Context: an optimization exercise on an open-source flow, tuned for small area, a short achievable clock period and few clock cycles. The choices shown serve that exercise and are no tape-out recipe.
Where RTL was checked, it was by simulation tests only, not by an equivalence proof against the original.
Power figures rest on the tool's default switching activity, not on a simulated workload.

before:
==> module nr_step, before the edit <==
module nr_step(
	input [9:0] r, input [9:0] q, input [1:0] p,
	output [9:0] r_n, output [9:0] q_n
);
wire [9:0] a = r;
wire [9:0] b = {q[0], q[8:1] ^ {8{q[0]}}, 1'b0};
wire ci = |p;
wire [9:0] hi = a + b + {9'd0, ci};
assign r_n = {hi[7:0], p - 2'd1};
assign q_n = {q[8:0], ~hi[9]};
endmodule
==> module rs_cudu_v2, before the edit <==
module rs_cudu_v2(
	input clock, reset,
	input sqrt_start, input [19:0] data_in,
	output sqrt_done, output [9:0] data_out
);
reg [2:0] cnt;		 
reg [9:0] q;		 
reg [9:0] r;		 
reg [1:0] pr;		 
reg done;
assign sqrt_done = done;
assign data_out = q;
function [12:0] seed;
	input [5:0] d;
	case (d)
		6'd0: seed = {3'd0, 10'd1023};
		6'd1: seed = {3'd1, 10'd0};
		6'd2: seed = {3'd1, 10'd1};
		6'd3: seed = {3'd1, 10'd2};
		6'd4: seed = {3'd2, 10'd1019};
		6'd5: seed = {3'd2, 10'd1020};
		6'd6: seed = {3'd2, 10'd1021};
		6'd7: seed = {3'd2, 10'd1022};
		6'd8: seed = {3'd2, 10'd1023};
		6'd9: seed = {3'd3, 10'd0};
		6'd10: seed = {3'd3, 10'd1};
		6'd11: seed = {3'd3, 10'd2};
		6'd12: seed = {3'd3, 10'd3};
		6'd13: seed = {3'd3, 10'd4};
		6'd14: seed = {3'd3, 10'd5};
		6'd15: seed = {3'd3, 10'd6};
		6'd16: seed = {3'd4, 10'd1015};
		6'd17: seed = {3'd4, 10'd1016};
		6'd18: seed = {3'd4, 10'd1017};
		6'd19: seed = {3'd4, 10'd1018};
		6'd20: seed = {3'd4, 10'd1019};
		6'd21: seed = {3'd4, 10'd1020};
		6'd22: seed = {3'd4, 10'd1021};
		6'd23: seed = {3'd4, 10'd1022};
		6'd24: seed = {3'd4, 10'd1023};
		6'd25: seed = {3'd5, 10'd0};
		6'd26: seed = {3'd5, 10'd1};
		6'd27: seed = {3'd5, 10'd2};
		6'd28: seed = {3'd5, 10'd3};
		6'd29: seed = {3'd5, 10'd4};
		6'd30: seed = {3'd5, 10'd5};
		6'd31: seed = {3'd5, 10'd6};
		6'd32: seed = {3'd5, 10'd7};
		6'd33: seed = {3'd5, 10'd8};
		6'd34: seed = {3'd5, 10'd9};
		6'd35: seed = {3'd5, 10'd10};
		6'd36: seed = {3'd6, 10'd1011};
		6'd37: seed = {3'd6, 10'd1012};
		6'd38: seed = {3'd6, 10'd1013};
		6'd39: seed = {3'd6, 10'd1014};
		6'd40: seed = {3'd6, 10'd1015};
		6'd41: seed = {3'd6, 10'd1016};
		6'd42: seed = {3'd6, 10'd1017};
		6'd43: seed = {3'd6, 10'd1018};
		6'd44: seed = {3'd6, 10'd1019};
		6'd45: seed = {3'd6, 10'd1020};
		6'd46: seed = {3'd6, 10'd1021};
		6'd47: seed = {3'd6, 10'd1022};
		6'd48: seed = {3'd6, 10'd1023};
		6'd49: seed = {3'd7, 10'd0};
		6'd50: seed = {3'd7, 10'd1};
		6'd51: seed = {3'd7, 10'd2};
		6'd52: seed = {3'd7, 10'd3};
		6'd53: seed = {3'd7, 10'd4};
		6'd54: seed = {3'd7, 10'd5};
		6'd55: seed = {3'd7, 10'd6};
		6'd56: seed = {3'd7, 10'd7};
		6'd57: seed = {3'd7, 10'd8};
		6'd58: seed = {3'd7, 10'd9};
		6'd59: seed = {3'd7, 10'd10};
		6'd60: seed = {3'd7, 10'd11};
		6'd61: seed = {3'd7, 10'd12};
		6'd62: seed = {3'd7, 10'd13};
		6'd63: seed = {3'd7, 10'd14};
	endcase
endfunction
wire [2:0] q0;
wire [9:0] r0;
assign {q0, r0} = seed(data_in[19:14]);
wire [9:0] r_n, q_n;
nr_step s0 (.r(r), .q(q), .p(pr), .r_n(r_n), .q_n(q_n));
always @(posedge clock, posedge reset)
	if (reset) cnt <= 3'd0;
	else if (sqrt_start) cnt <= 3'd1;
	else if (cnt == 3'd7) cnt <= 3'd0;
	else if (cnt != 3'd0) cnt <= cnt + 3'd1;
always @(posedge clock, posedge reset)
	if (reset) done <= 1'b0;
	else done <= (cnt == 3'd6);
always @(posedge clock) begin
	if (sqrt_start) begin
		q <= {7'd0, q0};
		r <= r0;
	end else begin
		if (cnt != 3'd0) q <= q_n;
		r <= r_n;
	end
	case (cnt)
		3'd0: pr <= data_in[13:12];
		3'd1: pr <= data_in[11:10];
		3'd2: pr <= data_in[9:8];
		3'd3: pr <= data_in[7:6];
		3'd4: pr <= data_in[5:4];
		3'd5: pr <= data_in[3:2];
		default: pr <= data_in[1:0];
	endcase
end
endmodule
clock: 5.0 ns
lec_check: 0
cap_margin: 20
core_margin: 2
core_utilization: 40
setup_slack_margin: 2.8
slew_margin: 20
standard.sh (not shown) runs the stock make flow with config.mk's settings and CLKGATE_MAP_FILE= SYNTH_SCRIPT=/design/flow/synth_recipe.tcl, a recipe that flattens the netlist after the stock synthesis.
==> flow/flow/run.sh <==
#!/bin/bash
# The standard layout, with plain buf_1 cells as the port buffers.
set -euo pipefail
export BUFFER_PORTS_ARGS="-buffer_cell sky130_fd_sc_hd__buf_1"
bash standard.sh > make_finish.log 2>&1
before: full flow OK, the timing, DRC and antenna checks passed
Changes in after relative to before:
--- a/flow/design.v
+++ b/flow/design.v
@@ -1,26 +1,37 @@
 module nr_step(
-	input [9:0] r, input [9:0] q, input [1:0] p,
+	input [9:0] r, input [9:0] q, input [1:0] p, input neg,
 	output [9:0] r_n, output [9:0] q_n
 );
 wire [9:0] a = r;
-wire [9:0] b = {q[0], q[8:1] ^ {8{q[0]}}, 1'b0};
+wire [9:0] b = {~neg, q[8:1] ^ {8{~neg}}, 1'b0};
 wire ci = |p;
-wire [9:0] hi = a + b + {9'd0, ci};
+wire [9:0] h = a ^ b;
+wire [9:0] g0 = (a & b) | {9'd0, h[0] & ci};
+wire [9:0] p0 = h;
+wire [9:0] g1 = g0 | (p0 & {g0[8:0], 1'b0});
+wire [9:0] p1 = p0 & {p0[8:0], 1'b0};
+wire [9:0] g2 = g1 | (p1 & {g1[7:0], 2'b0});
+wire [9:0] p2 = p1 & {p1[7:0], 2'b0};
+wire [9:0] g3 = g2 | (p2 & {g2[5:0], 4'b0});
+wire [9:0] p3 = p2 & {p2[5:0], 4'b0};
+wire [9:0] g4 = g3 | (p3 & {g3[1:0], 8'b0});
+wire [9:0] hi = h ^ {g4[8:0], ci};
 assign r_n = {hi[7:0], p - 2'd1};
 assign q_n = {q[8:0], ~hi[9]};
 endmodule
 module rs_cudu_v2(
 	input clock, reset,
 	input sqrt_start, input [19:0] data_in,
 	output sqrt_done, output [9:0] data_out
 );
 reg [2:0] cnt;		 
 reg [9:0] q;		 
 reg [9:0] r;		 
 reg [1:0] pr;		 
+reg neg;		 
 reg done;
 assign sqrt_done = done;
 assign data_out = q;
 function [12:0] seed;
 	input [5:0] d;
 	case (d)
@@ -91,28 +102,29 @@
 	endcase
 endfunction
 wire [2:0] q0;
 wire [9:0] r0;
 assign {q0, r0} = seed(data_in[19:14]);
 wire [9:0] r_n, q_n;
-nr_step s0 (.r(r), .q(q), .p(pr), .r_n(r_n), .q_n(q_n));
+nr_step s0 (.r(r), .q(q), .p(pr), .neg(neg), .r_n(r_n), .q_n(q_n));
 always @(posedge clock, posedge reset)
 	if (reset) cnt <= 3'd0;
 	else if (sqrt_start) cnt <= 3'd1;
-	else if (cnt == 3'd7) cnt <= 3'd0;
 	else if (cnt != 3'd0) cnt <= cnt + 3'd1;
 always @(posedge clock, posedge reset)
 	if (reset) done <= 1'b0;
 	else done <= (cnt == 3'd6);
 always @(posedge clock) begin
 	if (sqrt_start) begin
-		q <= {7'd0, q0};
+		q <= {q[8], 6'd0, q0};
 		r <= r0;
+		neg <= ~q0[0];
 	end else begin
 		if (cnt != 3'd0) q <= q_n;
 		r <= r_n;
+		neg <= ~q_n[0];
 	end
 	case (cnt)
 		3'd0: pr <= data_in[13:12];
 		3'd1: pr <= data_in[11:10];
 		3'd2: pr <= data_in[9:8];
 		3'd3: pr <= data_in[7:6];
## What came out
Re smallest hold slack: before and after aren't equal, and the lower value belongs to before. Summary: with before as the reference, routed length on met2 in after moved up by more than 10%. Compare before and after | fraction of met1 tracks used by global routing lower: before. Relative to before, clock sink count increased by 3.8% in after. [diff] setup slack after layout, after relative to before: improvement. Critical path depth: after lower than before. Diff before -> after | layout overhead on the synthesized area | decrease of 1.2 points. The global-route usage of after exceeds that of before by 0.49 points. On first-iteration DRC count, before loses to after. Of before and after, the run reporting the higher fraction of area in clock buffers and inverters was before. Looking at die area across both flows, after is the stronger of the two, with before trailing. Relative to before, the count of filler cells inserted in the layout measured on after has decreased by a few percent. after ends up with a synthesized cell count that is about 2.7% lower than in before.
No functional check of the RTL was part of any run of this note.


== the previous run ==
rs_cudu_v2, a different RTL version from the one above (not shown whole).
For scale: about 34 I/O pins, roughly 0.0016 mm^2 of cells after synthesis.
==> module pair_mux, before the edit <==
module pair_mux(input [3:0] js, input [19:0] d, output [1:0] pr);
assign pr =
	({2{~js[3] & ~js[0]}} & d[13:12]) |	 
	({2{ js[3] & ~js[2]}} & d[11:10]) |	 
	({2{ js[2] & ~js[1]}} & d[9:8]) |	 
	({2{ js[1] & ~js[0]}} & d[7:6]) |	 
	({2{ js[3] &  js[0]}} & d[5:4]) |	 
	({2{~js[3] &  js[2]}} & d[3:2]) |	 
	({2{~js[2] &  js[1]}} & d[1:0]);	 
endmodule
==> module nr_step, before the edit <==
module nr_step(
	input [9:0] r, input [9:0] q, input [1:0] p,
	output [9:0] r_n, output [9:0] q_n
);
wire [9:0] a = r;
wire [9:0] b = {q[0], q[8:1] ^ {8{q[0]}}, 1'b0};
wire ci = |p;
wire [9:0] h = a ^ b;
wire [9:0] g0 = (a & b) | {9'd0, h[0] & ci};
wire [9:0] p0 = h;
wire [9:0] g1 = g0 | (p0 & {g0[8:0], 1'b0});
wire [9:0] p1 = p0 & {p0[8:0], 1'b0};
wire [9:0] g2 = g1 | (p1 & {g1[7:0], 2'b0});
wire [9:0] p2 = p1 & {p1[7:0], 2'b0};
wire [9:0] g3 = g2 | (p2 & {g2[5:0], 4'b0});
wire [9:0] p3 = p2 & {p2[5:0], 4'b0};
wire [9:0] g4 = g3 | (p3 & {g3[1:0], 8'b0});
wire [9:0] hi = h ^ {g4[8:0], ci};
assign r_n = {hi[7:0], p - 2'd1};
assign q_n = {q[8:0], ~hi[9]};
endmodule
==> module rs_cudu_v2, before the edit <==
module rs_cudu_v2(
	input clock, reset,
	input sqrt_start, input [19:0] data_in,
	output sqrt_done, output [9:0] data_out
);
reg [3:0] js;		 
reg [9:0] q;		 
reg [9:0] r;		 
reg [1:0] pr;		 
assign sqrt_done = js[0] & ~js[1];	 
assign data_out = q;
wire [2:0] q0;
wire [9:0] r0;
seed_lut u_seed (.d(data_in[19:14]), .q0(q0), .r0(r0));
wire [9:0] rc [0:1];
wire [9:0] qc [0:1];
assign rc[0] = r;
assign qc[0] = q;
nr_step s0 (.r(rc[0]), .q(qc[0]), .p(pr[1:0]), .r_n(rc[1]), .q_n(qc[1]));
wire [9:0] r_n = rc[1];
wire [9:0] q_n = qc[1];
always @(posedge clock, posedge reset)
	if (reset) js <= 4'd0;
	else js <= {~js[0] & (sqrt_start | js[3]), js[3:1]};
wire [1:0] pr_n;
pair_mux u_pair (.js(js), .d(data_in), .pr(pr_n));
always @(posedge clock) begin
	if (sqrt_start) begin
		q <= {7'd0, q0};
		r <= r0;
	end else begin
		if (js[3] | js[0]) q <= q_n;	 
		r <= r_n;
	end
	pr <= pr_n;
end
endmodule
Settings: LEC_CHECK=0, CAP_MARGIN=20, CORE_MARGIN=2, CORE_UTILIZATION=40, SETUP_SLACK_MARGIN=2.8, SLEW_MARGIN=20; clock period 5.0 ns.
Scripts as last shown in full above: flow/flow/run.sh
The previous run: no failed stages, no open violations at the end
### the previous run -> the current run
--- a/flow/design.v
+++ b/flow/design.v
@@ -69,24 +69,26 @@
 	endcase
 endfunction
 assign {q0, r0} = seed(d);
 endmodule
-module pair_mux(input [3:0] js, input [19:0] d, output [1:0] pr);
-assign pr =
-	({2{~js[3] & ~js[0]}} & d[13:12]) |	 
-	({2{ js[3] & ~js[2]}} & d[11:10]) |	 
-	({2{ js[2] & ~js[1]}} & d[9:8]) |	 
-	({2{ js[1] & ~js[0]}} & d[7:6]) |	 
-	({2{ js[3] &  js[0]}} & d[5:4]) |	 
-	({2{~js[3] &  js[2]}} & d[3:2]) |	 
-	({2{~js[2] &  js[1]}} & d[1:0]);	 
+module pair_mux(input [2:0] cnt, input [19:0] d, output reg [1:0] pr);
+always @(*)
+	case (cnt)
+		3'd0: pr = d[13:12];
+		3'd1: pr = d[11:10];
+		3'd2: pr = d[9:8];
+		3'd3: pr = d[7:6];
+		3'd4: pr = d[5:4];
+		3'd5: pr = d[3:2];
+		default: pr = d[1:0];
+	endcase
 endmodule
 module nr_step(
-	input [9:0] r, input [9:0] q, input [1:0] p,
+	input [9:0] r, input [9:0] q, input [1:0] p, input neg,
 	output [9:0] r_n, output [9:0] q_n
 );
 wire [9:0] a = r;
-wire [9:0] b = {q[0], q[8:1] ^ {8{q[0]}}, 1'b0};
+wire [9:0] b = {~neg, q[8:1] ^ {8{~neg}}, 1'b0};
 wire ci = |p;
 wire [9:0] h = a ^ b;
 wire [9:0] g0 = (a & b) | {9'd0, h[0] & ci};
 wire [9:0] p0 = h;
@@ -105,36 +107,44 @@
 	input clock, reset,
 	input sqrt_start, input [19:0] data_in,
 	output sqrt_done, output [9:0] data_out
 );
-reg [3:0] js;		 
+reg [2:0] cnt;		 
 reg [9:0] q;		 
 reg [9:0] r;		 
 reg [1:0] pr;		 
-assign sqrt_done = js[0] & ~js[1];	 
+reg neg;		 
+reg done;
+assign sqrt_done = done;
 assign data_out = q;
 wire [2:0] q0;
 wire [9:0] r0;
 seed_lut u_seed (.d(data_in[19:14]), .q0(q0), .r0(r0));
 wire [9:0] rc [0:1];
 wire [9:0] qc [0:1];
 assign rc[0] = r;
 assign qc[0] = q;
-nr_step s0 (.r(rc[0]), .q(qc[0]), .p(pr[1:0]), .r_n(rc[1]), .q_n(qc[1]));
+nr_step s0 (.r(rc[0]), .q(qc[0]), .p(pr[1:0]), .neg(neg), .r_n(rc[1]), .q_n(qc[1]));
 wire [9:0] r_n = rc[1];
 wire [9:0] q_n = qc[1];
 always @(posedge clock, posedge reset)
-	if (reset) js <= 4'd0;
-	else js <= {~js[0] & (sqrt_start | js[3]), js[3:1]};
+	if (reset) cnt <= 3'd0;
+	else if (sqrt_start) cnt <= 3'd1;
+	else if (cnt != 3'd0) cnt <= cnt + 3'd1;
+always @(posedge clock, posedge reset)
+	if (reset) done <= 1'b0;
+	else done <= (cnt == 3'd6);
 wire [1:0] pr_n;
-pair_mux u_pair (.js(js), .d(data_in), .pr(pr_n));
+pair_mux u_pair (.cnt(cnt), .d(data_in), .pr(pr_n));
 always @(posedge clock) begin
 	if (sqrt_start) begin
 		q <= {7'd0, q0};
 		r <= r0;
+		neg <= ~q0[0];
 	end else begin
-		if (js[3] | js[0]) q <= q_n;	 
+		if (cnt != 3'd0) q <= q_n;
 		r <= r_n;
+		neg <= ~q_n[0];
 	end
 	pr <= pr_n;
 end
 endmodule
Findings:
Comparing the current run and the previous run, combinational share of power is lower on the previous run. Compared the current run vs the previous run, and design area is down in the current run. Core util | the current run vs the previous run | the current run lower. Relative to the previous run, final estimated routing congestion in global placement has decreased by 0.12 in the current run. [the current run] global routing met1 resource utilization rose 0.99 points relative to the previous run. Netlist area before placement, the current run and the previous run, higher one = the current run. Comparing the current run and the previous run, the higher count of sequential standard cells is on the current run.
Testbench counts of the current run, summed over its fixed seeds: cycles 32,008.
Only the layout flow was run in the previous run; the RTL was not checked for function there.

## what the ideal ports hide
No port has a modelled driver above. Below, the same layouts with a new extraction and two added sets of constraints. Step 1: set_driving_cell puts a clkbuf_16 on clock and a buf_2 on each other input, an assumption about the parent block. Step 2 times the ports against the registers' clock, not the clock port: input delays grow and output delays shrink by t, the midpoint of the rising clock arrivals with the driver on. Three values: no drivers, after step 1, after step 2; two values: the first two.
run	t (ns)	setup WS [ns]	slew at the worst register clock pin (ns)	pins driven straight from the clock port
before	0.299	2.810 / 2.810 / 2.625	0.09 / 0.09	1
after	0.294	2.862 / 2.862 / 2.687	0.09 / 0.09	1
the previous run	0.295	2.857 / 2.857 / 2.738	0.09 / 0.09	1
the current run	0.303	2.911 / 2.914 / 2.611	0.10 / 0.10	1
After both steps every run listed still meets setup and hold. The setup slack of the current run, which loses most, moves by +0.003 ns with the drivers and by -0.300 ns with both steps.
